From an optimization exercise on the open Yosys and OpenROAD flow, aimed at small area, a short achievable clock period and few clock cycles; shortcuts taken in it are not production practice.
Where RTL was checked, it was by simulation tests only, not by an equivalence proof against the original.
No activity file was given, so power comes from the tool's default toggle rates.

==> flow/design.v (excerpt) <==
module huffman(clk, reset, gray_valid, CNT_valid,  gray_data, CNT1, CNT2, CNT3, CNT4, CNT5, CNT6,
    code_valid, HC1, HC2, HC3, HC4, HC5, HC6, M1, M2, M3, M4, M5, M6);
For scale: roughly 1200 cells after synthesis, roughly 160 I/O pins, about 9100 sq um of cells after synthesis.
Settings: LEC_CHECK=0, CAP_MARGIN=20, CORE_MARGIN=2, CORE_UTILIZATION=40, PLACE_DENSITY=0.6, SETUP_SLACK_MARGIN=1.5, SLEW_MARGIN=20; clock period 4.5 ns.
run.sh (not shown) runs the stock make flow with config.mk's settings and CLKGATE_MAP_FILE= SYNTH_SCRIPT=/design/flow/synth_recipe.tcl, a recipe that flattens the netlist after the stock synthesis.
The first run finished clean.
Then changed:
--- a/flow/config.mk
+++ b/flow/config.mk
@@ -6,8 +6,9 @@
 export NUM_CORES = 4
 export LEC_CHECK = 0
+export ABC_CLOCK_PERIOD_IN_PS = 2000
 export CAP_MARGIN = 20
 export CORE_MARGIN = 2
 export CORE_UTILIZATION = 40
 export PLACE_DENSITY = 0.6
-export SETUP_SLACK_MARGIN = 1.5
+export SETUP_SLACK_MARGIN = 2.5
 export SLEW_MARGIN = 20
Outcome: The new run passed the timing, DRC and antenna checks; power grows by 4.6%; hold slack is about the same; final area grows by 18%; cell count grows by about 7%.
No run of this note included a check of the RTL's function; only the layout flow was run.


## oak
huffman, a different RTL version from the one above (not shown whole).
For scale: about 1,100 cells after synthesis, ~140 flip-flops, about 8800 sq um of cells after synthesis.
Settings: LEC_CHECK=0, CAP_MARGIN=20, CORE_MARGIN=2, CORE_UTILIZATION=40, CTS_BUF_LIST=sky130_fd_sc_hd__clkbuf_8, CTS_CLUSTER_DIAMETER=60, CTS_CLUSTER_SIZE=30, PLACE_DENSITY=0.6, SETUP_SLACK_MARGIN=2.3, SLEW_MARGIN=20; clock period 4.5 ns.
standard.sh (not shown) runs the stock make flow with config.mk's settings and CLKGATE_MAP_FILE= SYNTH_SCRIPT=/design/flow/synth_recipe.tcl, a recipe that flattens the netlist after the stock synthesis.
==> flow/flow/run.sh <==
#!/bin/bash
# Standard layout, but with the smallest buffer on the ports.
set -euo pipefail
sed 's|"\${@:-finish}"|BUFFER_PORTS_ARGS="-buffer_cell sky130_fd_sc_hd__buf_1" "${@:-finish}"|' standard.sh > my_standard.sh
bash my_standard.sh > flow.log 2>&1
oak reached the final stage; the timing, DRC and antenna checks on its layout passed.
Testbench counts of oak, summed over its fixed seeds: cycles 38,400.
Input-level comparison between pine and oak:
- CTS_CLUSTER_DIAMETER: 60 -> unset
- CTS_CLUSTER_SIZE: 30 -> unset
- CORE_UTILIZATION: 40 -> 70
- PLACE_DENSITY: 0.6 -> 0.8
### Flow results
- Number of placement rows ended up 13 lower on pine than on oak.
- The critical path data required time number comes out higher for pine vs oak.
- oak and pine ended up with nearly the same area taken by flip-flops and latches.
- Share of the core filled with cells: pine vs oak up 31 points
- Final cell area: pine below oak
- Any difference in worst-case hold slack between oak and pine is small enough to ignore.
- Global-route wire length before repair, pine vs oak: down by more than 10%
- Going from oak to pine, number of DRC markers in iteration 0 grows by 187.
- Compared with oak, pine shows non-clock buffer count lower by 7.
Relative to pine, the following input files were edited for birch:
- a change of SETUP_SLACK_MARGIN from 2.3 to 1.7
- a change of CORE_UTILIZATION from 70 to 40
- a change of PLACE_DENSITY from 0.8 to 0.6
Findings:
Compared with pine, birch shows fraction of the cycle the final worst path needs higher by 9.7 points.
Compared with pine, birch shows a higher aggregate routed wire length.
Die area of birch exceeds that of pine by more than half.
Note that the global placement routability congestion recorded for pine amounts to 1.08 times the value seen in birch.
Here is what was changed in the inputs of maple compared with birch.
- SETUP_SLACK_MARGIN now 2.6, was 1.7
### Flow results
birch and maple ended up with nearly the same number of design rule violations left after detail routing. Number of global-route vias before repair (maple over birch): increase, about 5.5%. Compared with birch, in maple multi-input gate count roughly the same, standby leakage power went up 29%. Diff birch -> maple | clock tree cell share of total cell area | decrease of 0.31 points. Area of all placed cells without fillers came out higher on maple than on birch. Compared with birch, maple shows flop-to-flop setup slack higher by 0.50 ns. Taking birch as the reference, in maple worst setup slack after layout shows an increase of 0.50 ns, sequential power now sits lower, power in combinational cells has increased. Length of routed met2 wiring delta for maple relative to birch: 13% higher.


== build 49 ==
The RTL this note starts from:
==> flow/design.v <==
module huffman(clk, reset, gray_valid, CNT_valid,  gray_data, CNT1, CNT2, CNT3, CNT4, CNT5, CNT6,
    code_valid, HC1, HC2, HC3, HC4, HC5, HC6, M1, M2, M3, M4, M5, M6);
input clk;
input reset;
input gray_valid;
input [7:0] gray_data;
output reg CNT_valid;
output [7:0] CNT1, CNT2, CNT3, CNT4, CNT5, CNT6;
output reg code_valid;
output [7:0] HC1, HC2, HC3, HC4, HC5, HC6;
output [7:0] M1, M2, M3, M4, M5, M6;
reg [6:0] W1, W2, W3, W4, W5;
reg [6:0] V;
reg [6:0] amount;    
reg [2:0] ptr [0:5];
reg [4:0] hc [0:5];
reg [4:0] m [0:5];
assign CNT1 = {1'b0, W5};
assign CNT2 = {1'b0, V};
assign CNT3 = {1'b0, W1};
assign CNT4 = {1'b0, W2};
assign CNT5 = {1'b0, W3};
assign CNT6 = {1'b0, W4};
assign HC1 = {3'b0, hc[0]};
assign HC2 = {3'b0, hc[1]};
assign HC3 = {3'b0, hc[2]};
assign HC4 = {3'b0, hc[3]};
assign HC5 = {3'b0, hc[4]};
assign HC6 = {3'b0, hc[5]};
assign M1 = {3'b0, m[0][4:1], 1'b1};
assign M2 = {3'b0, m[1][4:1], 1'b1};
assign M3 = {3'b0, m[2][4:1], 1'b1};
assign M4 = {3'b0, m[3][4:1], 1'b1};
assign M5 = {3'b0, m[4][4:1], 1'b1};
assign M6 = {3'b0, m[5][4:1], 1'b1};
reg counting, sorting, merging;
reg [4:1] U;
reg ph;              
reg [5:1] Tr;
wire last_sort = sorting & !U[1];
wire last_merge = merging & !U[1];
wire cmp_cycle = (sorting | merging) & !ph;
wire ins_cycle = (sorting | merging) & ph;
wire drop = merging & cmp_cycle;
function lt7;
    input [6:0] a, b;
    reg [6:0] l, g;
    begin
        l = ~a & b;
        g = a & ~b;
        lt7 = l[6] | ~g[6] & (l[5] | ~g[5] & (l[4] | ~g[4] & (l[3] | ~g[3] &
              (l[2] | ~g[2] & (l[1] | ~g[1] & l[0])))));
    end
endfunction
wire lt1 = lt7(W1, V);
wire lt2 = lt7(W2, V);
wire lt3 = lt7(W3, V);
wire lt4 = lt7(W4, V);
wire lt5 = lt7(W5, V);
wire [5:1] Tc;
assign Tc[1] = merging ? lt2 : (lt1 | U[1]);
assign Tc[2] = merging ? lt3 : (lt2 | U[2]);
assign Tc[3] = merging ? lt4 : (lt3 | U[3]);
assign Tc[4] = merging ? lt5 : (lt4 | U[4]);
assign Tc[5] = !merging & lt5;
wire [6:1] T = {1'b0, Tr};
wire [2:0] p = {T[4], T[2] & !T[4], (T[1] & !T[2]) | (T[3] & !T[4]) | T[5]};
wire [6:0] D = 7'd127;    
function [6:0] pick;
    input up, here;
    input [6:0] w1, w0, v;
    pick = here ? v : up ? w1 : w0;
endfunction
wire [2:0] sym = gray_data[2:0];
wire take = counting & gray_valid;
reg selw2, selv;
wire [6:0] vnext = W1 + (({7{selw2}} & W2) | ({7{selv}} & V));
always @(posedge clk) begin
    if (reset) begin
        amount <= 7'd0;
        counting <= 1'b1;
        sorting <= 1'b0;
        merging <= 1'b0;
        U <= 4'b1111;
        ph <= 1'b0;
        CNT_valid <= 1'b0;
        code_valid <= 1'b0;
        V <= 7'd0;
        W1 <= 7'd0; W2 <= 7'd0; W3 <= 7'd0; W4 <= 7'd0; W5 <= 7'd0;
    end else begin
        CNT_valid <= take && amount == 7'd99;
        code_valid <= last_merge;
        if (take) amount <= amount + 7'd1;
        if (take && amount == 7'd99) begin
            counting <= 1'b0;
            sorting <= 1'b1;
        end
        if (ins_cycle & last_sort) begin
            sorting <= 1'b0;
            merging <= 1'b1;
        end
        if (last_merge) merging <= 1'b0;
        ph <= cmp_cycle & !last_merge;
        if (ins_cycle) U <= last_sort ? 4'b1111 : {1'b0, U[4:2]};
        if (take) begin
            if (sym == 3'd1) W5 <= W5 + 7'd1;
            if (sym == 3'd2) V  <= V  + 7'd1;
            if (sym == 3'd3) W1 <= W1 + 7'd1;
            if (sym == 3'd4) W2 <= W2 + 7'd1;
            if (sym == 3'd5) W3 <= W3 + 7'd1;
            if (sym == 3'd6) W4 <= W4 + 7'd1;
        end
        if (drop) begin
            W1 <= W2; W2 <= W3; W3 <= W4; W4 <= W5; W5 <= D;
        end
        if (ins_cycle) begin
            W1 <= pick(T[2], T[1] & !T[2], W2, W1, V);
            W2 <= pick(T[3], T[2] & !T[3], W3, W2, V);
            W3 <= pick(T[4], T[3] & !T[4], W4, W3, V);
            W4 <= pick(T[5], T[4] & !T[5], W5, W4, V);
            W5 <= pick(1'b0, T[5],         D,  W5, V);
            V <= vnext;
        end
    end
end
wire sum_next = merging | last_sort;
always @(posedge clk) begin
    Tr <= Tc;
    selw2 <= sum_next & Tc[2];
    selv <= sum_next & !Tc[2];
end
wire [2:0] dst0 = p;
wire [2:0] dst1 = T[1] ? 3'd0 : 3'd1;
wire [2:0] dst2 = T[2] ? 3'd1 : 3'd2;
wire [2:0] dst3 = T[3] ? 3'd2 : 3'd3;
wire [2:0] dst4 = T[4] ? 3'd3 : 3'd4;
wire [2:0] dst5 = T[5] ? 3'd4 : 3'd5;
function [2:0] dst;
    input [2:0] j;
    input [2:0] d0, d1, d2, d3, d4, d5;
    case (j)
        3'd0: dst = d0;
        3'd1: dst = d1;
        3'd2: dst = d2;
        3'd3: dst = d3;
        3'd4: dst = d4;
        default: dst = d5;
    endcase
endfunction
integer s;
always @(posedge clk) begin
    if (counting) begin
        ptr[0] <= 3'd5;
        ptr[1] <= 3'd0;
        ptr[2] <= 3'd1;
        ptr[3] <= 3'd2;
        ptr[4] <= 3'd3;
        ptr[5] <= 3'd4;
    end else if (drop) begin
        for (s = 0; s < 6; s = s + 1)
            if (ptr[s] != 3'd0) ptr[s] <= ptr[s] - 3'd1;
    end else if (ins_cycle) begin
        for (s = 0; s < 6; s = s + 1)
            ptr[s] <= dst(ptr[s], dst0, dst1, dst2, dst3, dst4, dst5);
    end
end
always @(posedge clk) begin
    if (counting) begin
        for (s = 0; s < 6; s = s + 1) begin
            hc[s] <= 5'd0;
            m[s] <= 5'd0;
        end
    end else if (drop) begin
        for (s = 0; s < 6; s = s + 1) begin
            if (ptr[s] <= 3'd1) begin
                m[s] <= {m[s][3:0], 1'b1};
                hc[s] <= hc[s] | (({m[s][3:0], 1'b1} & ~m[s]) & {5{ptr[s] == 3'd0}});
            end
        end
    end
end
endmodule
==> flow/config.mk <==
export PLATFORM = sky130hd
export DESIGN_NAME = huffman
export DESIGN_NICKNAME = huffman
export VERILOG_FILES = /design/flow/design.v
export SDC_FILE = /design/flow/constraint.sdc
export NUM_CORES = 4
export LEC_CHECK = 0
export ABC_AREA = 1
export CAP_MARGIN = 20
export CORE_MARGIN = 2
export CORE_UTILIZATION = 70
export CTS_BUF_LIST = sky130_fd_sc_hd__clkbuf_8
export PLACE_DENSITY = 0.8
export SETUP_SLACK_MARGIN = 2.3
export SLEW_MARGIN = 20
==> flow/constraint.sdc <==
create_clock -name core_clock -period 4.5 [get_ports {clk}]
set_input_delay 0.9000 -clock core_clock [delete_from_list [all_inputs] [get_ports {clk}]]
set_output_delay 0.9000 -clock core_clock [all_outputs]
set_load 0.01 [all_outputs]
Scripts as last shown in full above: flow/flow/run.sh
Testbench counts of build 49, summed over its fixed seeds: cycles 38,400.
Edits applied to the flow inputs when going from build 49 to build 45:
Settings: clearing ABC_AREA, which used to be 1; swapping 0.8 for 0.6 in PLACE_DENSITY; swapping 70 for 40 in CORE_UTILIZATION.
==> flow/flow/run.sh <==
#!/bin/bash
# Standard layout, but with the smallest buffer on the ports and, after global
# routing, non-critical cells sized down again (RECOVER_POWER).
set -euo pipefail
sed 's|"\${@:-finish}"|BUFFER_PORTS_ARGS="-buffer_cell sky130_fd_sc_hd__buf_1" RECOVER_POWER=100 "${@:-finish}"|' standard.sh > my_standard.sh
bash my_standard.sh > flow.log 2>&1
### Flow results
- [build 45] flow finished | final checks: failed | reasons: capacitance limit, slew limit
- Area: build 45 vs build 49 -> build 45 smaller
- Of build 45 and build 49, it is build 45 that has the higher largest fanout on the critical path.
- Summary: worst setup slack, build 45 worse than build 49
- From build 49 to build 45 the numbers moved as follows: clock edge transition at the registers on the reported setup and hold paths neither gained nor lost much, combinational share of power lost 2.4 points.
- Met1 track utilization from global routing in build 45 vs build 49: down 17 points
- Build 49 has a lower count of buffering cells on the critical path with inverters included than build 45.
The following lists how build 17 was set up differently from build 45:
Settings: PLACE_DENSITY now 0.8, was 0.6; SETUP_SLACK_MARGIN now 2.4, was 2.3; CORE_UTILIZATION now 70, was 40.
==> flow/flow/run.sh <==
#!/bin/bash
# Standard layout, but with the smallest buffer on the ports.
set -euo pipefail
sed 's|"\${@:-finish}"|BUFFER_PORTS_ARGS="-buffer_cell sky130_fd_sc_hd__buf_1" "${@:-finish}"|' standard.sh > my_standard.sh
bash my_standard.sh > flow.log 2>&1
Build 17 closes out successfully: all stages finished, all timing, DRC and antenna checks passed. [compare] base=build 45 new=build 17: largest stage delay on the critical path shows a reduction of 0.51 ns, reported max-cap violation count went down by 1. Reported for build 17 and build 45, mapped cell area turned out identical to the last digit.


Starts from the design.v that is shown in full above.
export LEC_CHECK = 0
export CAP_MARGIN = 20
export CORE_MARGIN = 2
export CORE_UTILIZATION = 40
export CTS_BUF_LIST = sky130_fd_sc_hd__clkbuf_8
export PLACE_DENSITY = 0.6
export SETUP_SLACK_MARGIN = 2.3
export SLEW_MARGIN = 20
create_clock -name core_clock -period 4.5 [get_ports {clk}]
==> flow/flow/run.sh <==
#!/bin/bash
# Standard layout, but with the smallest buffer on the ports.
set -euo pipefail
sed 's|"\${@:-finish}"|BUFFER_PORTS_ARGS="-buffer_cell sky130_fd_sc_hd__buf_1" "${@:-finish}"|' standard.sh > my_standard.sh
bash my_standard.sh > flow.log 2>&1
The first run completed with no timing, DRC or antenna violations.
Testbench counts at the start, summed over its fixed seeds: cycles 38,400.
Rerun with:
CORE_UTILIZATION = 70   (was 40)
PLACE_DENSITY = 0.8   (was 0.6)
The changed run completed without violations.
Via count increases by 0.35%.
Non-clock buffer count went down by 2.
Setup slack loses 0.057 ns.
Routed wire length decreases by 8.9%.
Worst hold slack hardly moves.
Sequential share of layout area is higher by 0.60 points.
Global-route usage increases by 11 points.
Fmax went down by 2.6%.
Rerun with:
CORE_UTILIZATION = 40   (was 70)
PLACE_DENSITY = 0.6   (was 0.8)
SETUP_SLACK_MARGIN = 2.4   (was 2.3)
=> The changed run completed with no timing, DRC or antenna violations; area after synthesis is unchanged; sequential power is about the same; sequential cell count stays the same; final area increases by 4.8%; count of clock-buffer cells in the layout decreases by 4.
Rerun with:
CORE_UTILIZATION = 70   (was 40)
PLACE_DENSITY = 0.8   (was 0.6)
SETUP_SLACK_MARGIN = 2.35   (was 2.4)
Effect:
- wire length decreases by 5.8%
- die area decreases by 42%
- sequential cell count stays the same
- maximum frequency increases by 1.8%
- synthesized cell count does not change
Rerun with:
CORE_UTILIZATION = 40   (was 70)
GPL_ROUTABILITY_DRIVEN = 0   (was not set)
PLACE_DENSITY = 0.6   (was 0.8)
SETUP_SLACK_MARGIN = 2.3   (was 2.35)
Effect:
- The new run produced a clean layout
- die area is higher by 72%
- design area rises by 1.6%
- synthesized area is unchanged
- first-iteration DRC count goes down by 1.9%
- worst setup slack is about the same
- total power rose by 4.9%
- utilization falls by 32 points
- via count decreases by 0.50%


## run 1
huffman, a different RTL version from the one above (not shown whole).
For scale: roughly 1100 cells after synthesis, ~160 I/O pins.
export LEC_CHECK = 0
export CAP_MARGIN = 20
export CORE_MARGIN = 2
export CORE_UTILIZATION = 70
export CTS_BUF_LIST = sky130_fd_sc_hd__clkbuf_8
export PLACE_DENSITY = 0.72
export SETUP_SLACK_MARGIN = 2.5
export SLEW_MARGIN = 20
create_clock -name core_clock -period 4.5 [get_ports {clk}]
Scripts as last shown in full above: flow/flow/run.sh
Testbench counts of run 1, summed over its fixed seeds: cycles 38,400.
## Diff of input files: run 2 against run 1
--- a/flow/config.mk
+++ b/flow/config.mk
@@ -10,5 +10,5 @@
 export CORE_UTILIZATION = 70
 export CTS_BUF_LIST = sky130_fd_sc_hd__clkbuf_8
-export PLACE_DENSITY = 0.72
-export SETUP_SLACK_MARGIN = 2.5
+export PLACE_DENSITY = 0.8
+export SETUP_SLACK_MARGIN = 2.6
 export SLEW_MARGIN = 20
Notes after the runs:
Having completed the whole flow, run 2 delivered a layout that passed the timing, DRC and antenna checks. Compared with run 1, run 2 shows a higher global-route track usage on met1. Diff run 1 -> run 2: cell area went up; via count picked up an extra 9.1%; remaining global-route overflow has remained practically unchanged. Run 1 vs run 2, startpoint of the worst setup timing path: W1[0] vs selw2.

-- what the ideal ports hide --
Ports are ideal in the flow. The routed layouts listed here were re-timed in OpenROAD.
Step 1, drivers: a clkbuf_16 drives clk and a buf_2 each remaining input, both assumed.
Step 2, shift: input delay + t, output delay - t, t = (earliest + latest rising clock arrival at the registers) / 2. This alone moves slack from input paths to output paths.
Three values: ideal, step 1, step 2; two values: the first two.
run | shift t [ns] | slack for setup (ns) | slew at the worst register clock pin (ns) | pins driven straight from the clock port
the first run of note 1 | 0.475 | 1.475 / 1.475 / 1.153 | 0.07 / 0.07 | 1
the second run of note 1 | 0.480 | 1.527 / 1.527 / 1.271 | 0.07 / 0.07 | 1
oak | 0.480 | 2.356 / 2.356 / 1.915 | 0.09 / 0.09 | 1
pine | 0.510 | 2.330 / 2.303 / 1.914 | 0.09 / 0.09 | 1
birch | 0.495 | 1.894 / 1.894 / 1.693 | 0.10 / 0.10 | 1
maple | 0.490 | 2.391 / 2.351 / 2.177 | 0.09 / 0.09 | 1
build 49 | 0.503 | 2.336 / 2.300 / 2.120 | 0.09 / 0.09 | 1
build 45 | 0.494 | 1.406 / 1.406 / 1.087 | 0.10 / 0.10 | 1
build 17 | 0.497 | 2.397 / 2.390 / 2.034 | 0.09 / 0.09 | 1
the first run of note 4 | 0.493 | 2.391 / 2.354 / 1.938 | 0.10 / 0.10 | 1
the second run of note 4 | 0.492 | 2.334 / 2.297 / 1.982 | 0.08 / 0.08 | 1
the third run of note 4 | 0.496 | 2.353 / 2.353 / 1.949 | 0.10 / 0.10 | 1
the fourth run of note 4 | 0.491 | 2.392 / 2.384 / 1.958 | 0.08 / 0.08 | 1
the fifth run of note 4 | 0.493 | 2.391 / 2.354 / 1.938 | 0.10 / 0.10 | 1
run 1 | 0.508 | 2.507 / 2.470 / 2.028 | 0.09 / 0.09 | 1
run 2 | 0.504 | 2.397 / 2.397 / 1.920 | 0.09 / 0.09 | 1
For run 1, which loses most, drivers alone change the setup slack by -0.037 ns; drivers and shift together by -0.479 ns.
